What follows belongs to an exercise in optimizing a design on an open flow for small area, a short achievable clock period and few clock cycles per item; a production flow would make more cautious choices. Where RTL was checked, it was by simulation tests only, not by an equivalence proof against the original.

## initialization
module initialization(
    input [127:0] key,
    input [127:0] nonce,
    input clk,
    input rst,
    input start,
    output reg finish,
    output reg [319:0] state
 );
==> module sbox, before the edit <==
  module sbox(
    input [63:0] x0, x1, x2, x3, x4,
    output [63:0] sl0, sl1, sl2, sl3, sl4
    );
            assign sl0 = (x4 & x1) ^ x3 ^ (x2 & x1) ^ x2 ^ (x1 & x0) ^ x1 ^ x0;      
            assign sl1 = x4 ^ (x3 & x2) ^ (x3 & x1) ^ x3 ^ x2 ^ x1 ^ x0 ^ (x2 & x1);
            assign sl2 = (x4 & x3) ^ x4 ^ x2 ^ x1 ^ 64'hffffffffffffffff;               
            assign sl3 = (x4 & x0) ^ (x3 & x0) ^ x4 ^ x3 ^ x2 ^x1 ^ x0;                 
            assign sl4 = (x4 & x1) ^ x4 ^ x3 ^ (x1 & x0) ^ x1;                          
        endmodule
clock: 5.0 ns
lec_check: 0
cap_margin: 20
core_margin: 2
core_utilization: 35
setup_slack_margin: 2.5
slew_margin: 20
standard.sh (not shown) runs the stock make flow with config.mk's settings and CLKGATE_MAP_FILE= SYNTH_SCRIPT=/design/flow/synth_recipe.tcl, a recipe that flattens the netlist after the stock synthesis.
==> flow/flow/run.sh <==
#!/bin/bash
set -euo pipefail
export BUFFER_PORTS_ARGS="-buffer_cell sky130_fd_sc_hd__buf_2"
bash standard.sh > standard.log 2>&1
Rerun with:
--- a/flow/design.v
+++ b/flow/design.v
@@ -1,17 +1,25 @@
 `timescale 1ns/1ps
-  module sbox(
-    input [63:0] x0, x1, x2, x3, x4,
+module sbox(
+    input  [63:0] x0, x1, x2, x3, x4,
     output [63:0] sl0, sl1, sl2, sl3, sl4
     );
-            assign sl0 = (x4 & x1) ^ x3 ^ (x2 & x1) ^ x2 ^ (x1 & x0) ^ x1 ^ x0;      
-            assign sl1 = x4 ^ (x3 & x2) ^ (x3 & x1) ^ x3 ^ x2 ^ x1 ^ x0 ^ (x2 & x1);
-            assign sl2 = (x4 & x3) ^ x4 ^ x2 ^ x1 ^ 64'hffffffffffffffff;               
-            assign sl3 = (x4 & x0) ^ (x3 & x0) ^ x4 ^ x3 ^ x2 ^x1 ^ x0;                 
-            assign sl4 = (x4 & x1) ^ x4 ^ x3 ^ (x1 & x0) ^ x1;                          
-        endmodule
+    wire [63:0] a0 = x0 ^ x4;
+    wire [63:0] a4 = x4 ^ x3;
+    wire [63:0] a2 = x2 ^ x1;
+    wire [63:0] b0 = a0 ^ (~x1 & a2);
+    wire [63:0] b1 = x1 ^ (~a2 & x3);
+    wire [63:0] b2 = a2 ^ (~x3 & a4);
+    wire [63:0] b3 = x3 ^ (~a4 & a0);
+    wire [63:0] b4 = a4 ^ (~a0 & x1);
+    assign sl0 = b0 ^ b4;
+    assign sl1 = b1 ^ b0;
+    assign sl2 = ~b2;
+    assign sl3 = b3 ^ b2;
+    assign sl4 = b4;
+endmodule
 `timescale 1ns / 1ps
 module linear_sub(
     input  [63:0] x0, x1, x2, x3, x4,
     input  [63:0] k3, k4,
     output [63:0] o0, o1, o2, o3, o4
     );
- worst setup slack loses 15 ps
- final area climbs by about 4.7%
- core utilization grows by 2.8 points
- via count goes down by 0.81%
- global-route usage went down by 0.13 points
- non-clock buffer count increases by 44
- die area drops by about 1.3%
- register-to-register slack degrades by 20 ps
- sequential share of layout area went down by 1.1 points
- clock skew falls by 13 ps
- cell count is higher by about 0.9%
- clock-buffer cell count is higher by 6
Function was not checked in any run of this note: the RTL went through the layout flow alone.

initialization, a different RTL version from the one above (not shown whole).
Size: about 2800 cells after synthesis, about 330 flip-flops, ~580 I/O pins, roughly 0.032 sq mm of cells after synthesis.
==> module initialization, before the edit <==
module initialization(
    input [127:0] key,
    input [127:0] nonce,
    input clk,
    input rst,
    input start,
    output reg finish,
    output reg [319:0] state
 );
   localparam [63:0] IV = 64'h00001000808c0001;
   reg        busy;
   reg [3:0]  rnd;
   reg        last;    
   wire [127:0] kx = last ? key : 128'd0;
   wire [319:0] nxt;
   Perm P(.S(state), .rnd(rnd), .k3(kx[127:64]), .k4(kx[63:0]), .S_out(nxt));
   always @(posedge clk) begin
      if (rst) begin
         busy   <= 1'b0;
         finish <= 1'b0;
      end else if (start && !busy) begin
         busy   <= 1'b1;
         finish <= 1'b0;
      end else if (busy && last) begin
         busy   <= 1'b0;
         finish <= 1'b1;
      end
   end
   always @(posedge clk) begin
      if (start && !busy) begin
         state <= {IV, key, nonce};
         rnd   <= 4'd0;
         last  <= 1'b0;
      end else if (busy) begin
         state <= nxt;
         rnd   <= rnd + 4'd1;
         last  <= (rnd == 4'd10);
      end
   end
endmodule
make LEC_CHECK=0 CAP_MARGIN=20 CORE_MARGIN=2 CORE_UTILIZATION=35 SLEW_MARGIN=20 finish   # period 5.0 ns
run.sh (not shown) runs the stock make flow with config.mk's settings and CLKGATE_MAP_FILE= SYNTH_SCRIPT=/design/flow/synth_recipe.tcl, a recipe that flattens the netlist after the stock synthesis.
Stock flow here: none of the scripts above is used.
Next try:
--- a/flow/design.v
+++ b/flow/design.v
@@ -71,9 +71,9 @@
  );
    localparam [63:0] IV = 64'h00001000808c0001;
    reg        busy;
    reg [3:0]  rnd;
-   reg        last;    
+   wire       last = (rnd == 4'd11);
    wire [127:0] kx = last ? key : 128'd0;
    wire [319:0] nxt;
    Perm P(.S(state), .rnd(rnd), .k3(kx[127:64]), .k4(kx[63:0]), .S_out(nxt));
    always @(posedge clk) begin
@@ -91,12 +91,10 @@
    always @(posedge clk) begin
       if (start && !busy) begin
          state <= {IV, key, nonce};
          rnd   <= 4'd0;
-         last  <= 1'b0;
       end else if (busy) begin
          state <= nxt;
          rnd   <= rnd + 4'd1;
-         last  <= (rnd == 4'd10);
       end
    end
 endmodule
Outcome: Setup slack got worse by 150 ps; worst hold slack loses 38 ps; sequential cell count decreases by 1; wire length came out lower by 1.0%; die area came out lower by 0.43%; first-iteration DRC count rose by 13%; fmax came out lower by 4.5%.
Testbench counts after the change, summed over its fixed seeds: cycles 5,000, items 384.
For the first run of this note, only the layout was checked, not whether the RTL still works.

Setup of v6:
Another version of the RTL of initialization (not shown whole).
For scale: about 330 flip-flops, about 31,000 µm² of cells after synthesis.
==> module sbox, before the edit <==
module sbox(
    input  [63:0] x0, x1, x2, x3, x4,
    output [63:0] n0, n1, n2, n3, n4,
    output [63:0] l0, l1, l2, l3, l4
    );
    assign n0 = x1 & ~(x4 ^ x2 ^ x0);
    assign l0 = x3 ^ x2 ^ x0;
    assign n1 = (x1 | x2 | x3) & ~(x1 & x2 & x3);
    assign l1 = x4 ^ x0;
    assign n2 = x4 & ~x3;
    assign l2 = ~(x2 ^ x1);
    assign n3 = (x4 ^ x3) & ~x0;
    assign l3 = x2 ^ x1 ^ x0;
    assign n4 = x1 & ~(x4 ^ x0);
    assign l4 = x4 ^ x3;
endmodule
Settings: LEC_CHECK=0, CAP_MARGIN=20, CORE_MARGIN=2, CORE_UTILIZATION=35, CTS_CLUSTER_DIAMETER=80, CTS_CLUSTER_SIZE=40, GPL_ROUTABILITY_DRIVEN=0, SETUP_SLACK_MARGIN=2.6, SLEW_MARGIN=20; clock period 5.0 ns.
standard.sh (not shown) runs the stock make flow with config.mk's settings and CLKGATE_MAP_FILE= SYNTH_SCRIPT=/design/flow/synth_recipe.tcl, a recipe that flattens the netlist after the stock synthesis.
Scripts as last shown in full above: flow/flow/run.sh
v6 reached the final stage; the timing, design-rule and antenna checks on its layout passed.
Testbench counts of v6, summed over its fixed seeds: cycles 5,000, items 384.
Setup changes, v6 to v7
--- a/flow/design.v
+++ b/flow/design.v
@@ -4,11 +4,11 @@
     output [63:0] n0, n1, n2, n3, n4,
     output [63:0] l0, l1, l2, l3, l4
     );
     assign n0 = x1 & ~(x4 ^ x2 ^ x0);
     assign l0 = x3 ^ x2 ^ x0;
-    assign n1 = (x1 | x2 | x3) & ~(x1 & x2 & x3);
+    assign n1 = (x1 ^ x2) | (x2 ^ x3);
     assign l1 = x4 ^ x0;
     assign n2 = x4 & ~x3;
     assign l2 = ~(x2 ^ x1);
     assign n3 = (x4 ^ x3) & ~x0;
     assign l3 = x2 ^ x1 ^ x0;
- The count of placed standard cells including taps reported for v7 is smaller than that of v6 by 132.
- Of v7 and v6, the higher net count after synthesis belongs to v6.
- Comparing v6 with v7, the first-pass GRT wire length came out essentially unchanged.
- [v7] worst relative slew slack fell 9.3 points relative to v6
- state[244] as the critical path startpoint was reported by v7, and rnd[0] by v6.
- Looking at v7 and v6, the clock-buffer cell count is a wash.
- Compared with v6, v7 ends up with more cell area.
No functional check of the RTL was part of v7.

The RTL this note starts from:
==> flow/design.v <==
`timescale 1ns/1ps
module sbox(
    input  [63:0] x0, x1, x2, x3, x4,
    output [63:0] n0, n1, n2, n3, n4,
    output [63:0] l0, l1, l2, l3, l4
    );
    assign n0 = x1 & ~(x4 ^ x2 ^ x0);
    assign l0 = x3 ^ x2 ^ x0;
    assign n1 = (x1 | x2 | x3) & ~(x1 & x2 & x3);
    assign l1 = x4 ^ x0;
    assign n2 = x4 & ~x3;
    assign l2 = ~(x2 ^ x1);
    assign n3 = (x4 ^ x3) & ~x0;
    assign l3 = x2 ^ x1 ^ x0;
    assign n4 = x1 & ~(x4 ^ x0);
    assign l4 = x4 ^ x3;
endmodule
`timescale 1ns / 1ps
module linear_sub(
    input  [63:0] n0, n1, n2, n3, n4,
    input  [63:0] l0, l1, l2, l3, l4,
    input  [63:0] k3, k4,
    output [63:0] o0, o1, o2, o3, o4
    );
    function [63:0] ror(input [63:0] x, input integer n);
        ror = (x >> n) | (x << (64 - n));
    endfunction
    function [63:0] sig(input [63:0] x, input integer a, input integer b);
        sig = x ^ ror(x, a) ^ ror(x, b);
    endfunction
    assign o0 = sig(n0, 19, 28) ^ sig(l0, 19, 28);
    assign o1 = sig(n1, 61, 39) ^ sig(l1, 61, 39);
    assign o2 = sig(n2, 1, 6)   ^ sig(l2, 1, 6);
    assign o3 = sig(n3, 10, 17) ^ (sig(l3, 10, 17) ^ k3);
    assign o4 = sig(n4, 7, 41)  ^ (sig(l4, 7, 41) ^ k4);
endmodule
`timescale 1ns / 1ps
module RND_Const(
    input  [63:0] x2_in,
    input  [3:0]  rnd,
    output [63:0] x2_out
);
    wire [3:0] hi = 4'd15 - rnd;
    assign x2_out = x2_in ^ {56'd0, hi, rnd};
endmodule
`timescale 1ns / 1ps
module Perm(
    input  [319:0] S,
    input  [3:0]   rnd,
    input  [63:0]  k3, k4,
    output [319:0] S_out
    );
    wire [63:0] x0, x1, x2, x3, x4;
    assign {x0, x1, x2, x3, x4} = S;
    wire [63:0] c2;
    RND_Const L1(.x2_in(x2), .rnd(rnd), .x2_out(c2));
    wire [63:0] n0, n1, n2, n3, n4, l0, l1, l2, l3, l4;
    sbox L2(.x0(x0), .x1(x1), .x2(c2), .x3(x3), .x4(x4),
            .n0(n0), .n1(n1), .n2(n2), .n3(n3), .n4(n4),
            .l0(l0), .l1(l1), .l2(l2), .l3(l3), .l4(l4));
    linear_sub L3(.n0(n0), .n1(n1), .n2(n2), .n3(n3), .n4(n4),
            .l0(l0), .l1(l1), .l2(l2), .l3(l3), .l4(l4), .k3(k3), .k4(k4),
            .o0(S_out[319:256]), .o1(S_out[255:192]), .o2(S_out[191:128]),
            .o3(S_out[127:64]), .o4(S_out[63:0]));
endmodule
`timescale 1ns / 1ps
module initialization(
    input [127:0] key,
    input [127:0] nonce,
    input clk,
    input rst,
    input start,
    output reg finish,
    output reg [319:0] state
 );
   localparam [63:0] IV = 64'h00001000808c0001;
   reg        busy;
   reg [3:0]  rnd;
   reg        last;    
   wire [127:0] kx = last ? key : 128'd0;
   wire [319:0] nxt;
   Perm P(.S(state), .rnd(rnd), .k3(kx[127:64]), .k4(kx[63:0]), .S_out(nxt));
   always @(posedge clk) begin
      if (rst) begin
         busy   <= 1'b0;
         finish <= 1'b0;
      end else if (start && !busy) begin
         busy   <= 1'b1;
         finish <= 1'b0;
      end else if (busy && last) begin
         busy   <= 1'b0;
         finish <= 1'b1;
      end
   end
   always @(posedge clk) begin
      if (busy) begin
         state <= nxt;
         rnd   <= rnd + 4'd1;
         last  <= (rnd == 4'd10);
      end else if (start) begin
         state <= {IV, key, nonce};
         rnd   <= 4'd0;
         last  <= 1'b0;
      end
   end
endmodule
Settings: LEC_CHECK=0, CAP_MARGIN=20, CORE_MARGIN=2, CORE_UTILIZATION=35, SETUP_SLACK_MARGIN=2.5, SLEW_MARGIN=20; clock period 5.0 ns.
Scripts as last shown in full above: flow/flow/run.sh
The baseline finished with timing, DRC and antenna clean.
Testbench counts at the start, summed over its fixed seeds: cycles 5,000, items 384.
Next try:
==> flow/design.v (replaced) <==
`timescale 1ns/1ps
module sbox(
    input  [63:0] x0, x1, x2, x3, x4,
    output [63:0] sl0, sl1, sl2, sl3, sl4
    );
    wire [63:0] a0 = x0 ^ x4;
    wire [63:0] a4 = x4 ^ x3;
    wire [63:0] a2 = x2 ^ x1;
    wire [63:0] b0 = a0 ^ (~x1 & a2);
    wire [63:0] b1 = x1 ^ (~a2 & x3);
    wire [63:0] b2 = a2 ^ (~x3 & a4);
    wire [63:0] b3 = x3 ^ (~a4 & a0);
    wire [63:0] b4 = a4 ^ (~a0 & x1);
    assign sl0 = b0 ^ b4;
    assign sl1 = b1 ^ b0;
    assign sl2 = ~b2;
    assign sl3 = b3 ^ b2;
    assign sl4 = b4;
endmodule
`timescale 1ns / 1ps
module linear_sub(
    input  [63:0] x0, x1, x2, x3, x4,
    input  [63:0] k3, k4,
    output [63:0] o0, o1, o2, o3, o4
    );
    function [63:0] ror(input [63:0] x, input integer n);
        ror = (x >> n) | (x << (64 - n));
    endfunction
    assign o0 = (x0 ^ ror(x0, 19)) ^ ror(x0, 28);
    assign o1 = (x1 ^ ror(x1, 61)) ^ ror(x1, 39);
    assign o2 = (x2 ^ ror(x2, 1))  ^ ror(x2, 6);
    assign o3 = (x3 ^ ror(x3, 10)) ^ (ror(x3, 17) ^ k3);
    assign o4 = (x4 ^ ror(x4, 7))  ^ (ror(x4, 41) ^ k4);
endmodule
`timescale 1ns / 1ps
module RND_Const(
    input  [63:0] x2_in,
    input  [3:0]  rnd,
    output [63:0] x2_out
);
    wire [3:0] hi = 4'd15 - rnd;
    assign x2_out = x2_in ^ {56'd0, hi, rnd};
endmodule
`timescale 1ns / 1ps
module Perm(
    input  [319:0] S,
    input  [3:0]   rnd,
    input  [63:0]  k3, k4,
    output [319:0] S_out
    );
    wire [63:0] x0, x1, x2, x3, x4;
    assign {x0, x1, x2, x3, x4} = S;
    wire [63:0] c2;
    RND_Const L1(.x2_in(x2), .rnd(rnd), .x2_out(c2));
    wire [63:0] b0, b1, b2, b3, b4;
    sbox L2(.x0(x0), .x1(x1), .x2(c2), .x3(x3), .x4(x4),
            .sl0(b0), .sl1(b1), .sl2(b2), .sl3(b3), .sl4(b4));
    linear_sub L3(.x0(b0), .x1(b1), .x2(b2), .x3(b3), .x4(b4), .k3(k3), .k4(k4),
            .o0(S_out[319:256]), .o1(S_out[255:192]), .o2(S_out[191:128]),
            .o3(S_out[127:64]), .o4(S_out[63:0]));
endmodule
`timescale 1ns / 1ps
module initialization(
    input [127:0] key,
    input [127:0] nonce,
    input clk,
    input rst,
    input start,
    output reg finish,
    output reg [319:0] state
 );
   localparam [63:0] IV = 64'h00001000808c0001;
   reg        busy;
   reg [3:0]  rnd;
   reg        last;    
   wire [127:0] kx = last ? key : 128'd0;
   wire [319:0] nxt;
   Perm P(.S(state), .rnd(rnd), .k3(kx[127:64]), .k4(kx[63:0]), .S_out(nxt));
   always @(posedge clk) begin
      if (rst) begin
         busy   <= 1'b0;
         finish <= 1'b0;
      end else if (start && !busy) begin
         busy   <= 1'b1;
         finish <= 1'b0;
      end else if (busy && last) begin
         busy   <= 1'b0;
         finish <= 1'b1;
      end
   end
   always @(posedge clk) begin
      if (start && !busy) begin
         state <= {IV, key, nonce};
         rnd   <= 4'd0;
         last  <= 1'b0;
      end else if (busy) begin
         state <= nxt;
         rnd   <= rnd + 4'd1;
         last  <= (rnd == 4'd10);
      end
   end
endmodule
Final area is higher by a few percent.
Synthesized area is higher by a few percent.
Die area grows by a few percent.
Routed wire length increases by a few percent.
Final cell count increases slightly.
Register-to-register slack hardly moves.
Critical path depth drops by 1.
Flip-flop and latch count does not change.
Maximum frequency grows slightly.
No functional check of the RTL was part of the second run of this note.

==> what the ideal ports hide <==
Ports are ideal in the flow. The routed layouts listed here were re-timed in OpenROAD. Step 1 (the two cells are an assumption about what drives the block):
set clk [get_ports {clk}]
set_driving_cell -lib_cell sky130_fd_sc_hd__clkbuf_16 $clk
set_driving_cell -lib_cell sky130_fd_sc_hd__buf_2 [delete_from_list [all_inputs] $clk]
Step 2 adds t to the input delays and takes it off the output delays; t is the mean of the earliest and latest rising clock arrival at the registers after step 1. Input paths then give back, and output paths get back, about the clock's delay inside the block. Slacks: no drivers / after step 1 / after step 2; pairs: no drivers / after step 1.
run | shift t [ns] | setup WS [ns] | hold slack, ns
the first run of note 1 | 0.675 | 2.446 / 2.441 / 2.106 | 0.484 / 0.484 / 0.484
the second run of note 1 | 0.678 | 2.431 / 2.431 / 2.197 | 0.479 / 0.479 / 0.479
the first run of note 2 | 0.661 | 1.878 / 1.878 / 1.571 | 0.535 / 0.535 / 0.535
the second run of note 2 | 0.661 | 1.730 / 1.730 / 1.402 | 0.497 / 0.497 / 0.497
v6 | 0.683 | 2.486 / 2.480 / 2.334 | 0.530 / 0.530 / 0.530
v7 | 0.708 | 2.456 / 2.424 / 2.271 | 0.519 / 0.474 / 0.550
the first run of note 4 | 0.657 | 2.339 / 2.339 / 2.180 | 0.499 / 0.499 / 0.499
the second run of note 4 | 0.661 | 2.352 / 2.352 / 1.801 | 0.518 / 0.518 / 0.518
After both steps setup and hold are still met in every run listed. The setup slack of the second run of note 4, which loses most, moves by 0.000 ns with the drivers and by -0.551 ns with both steps.
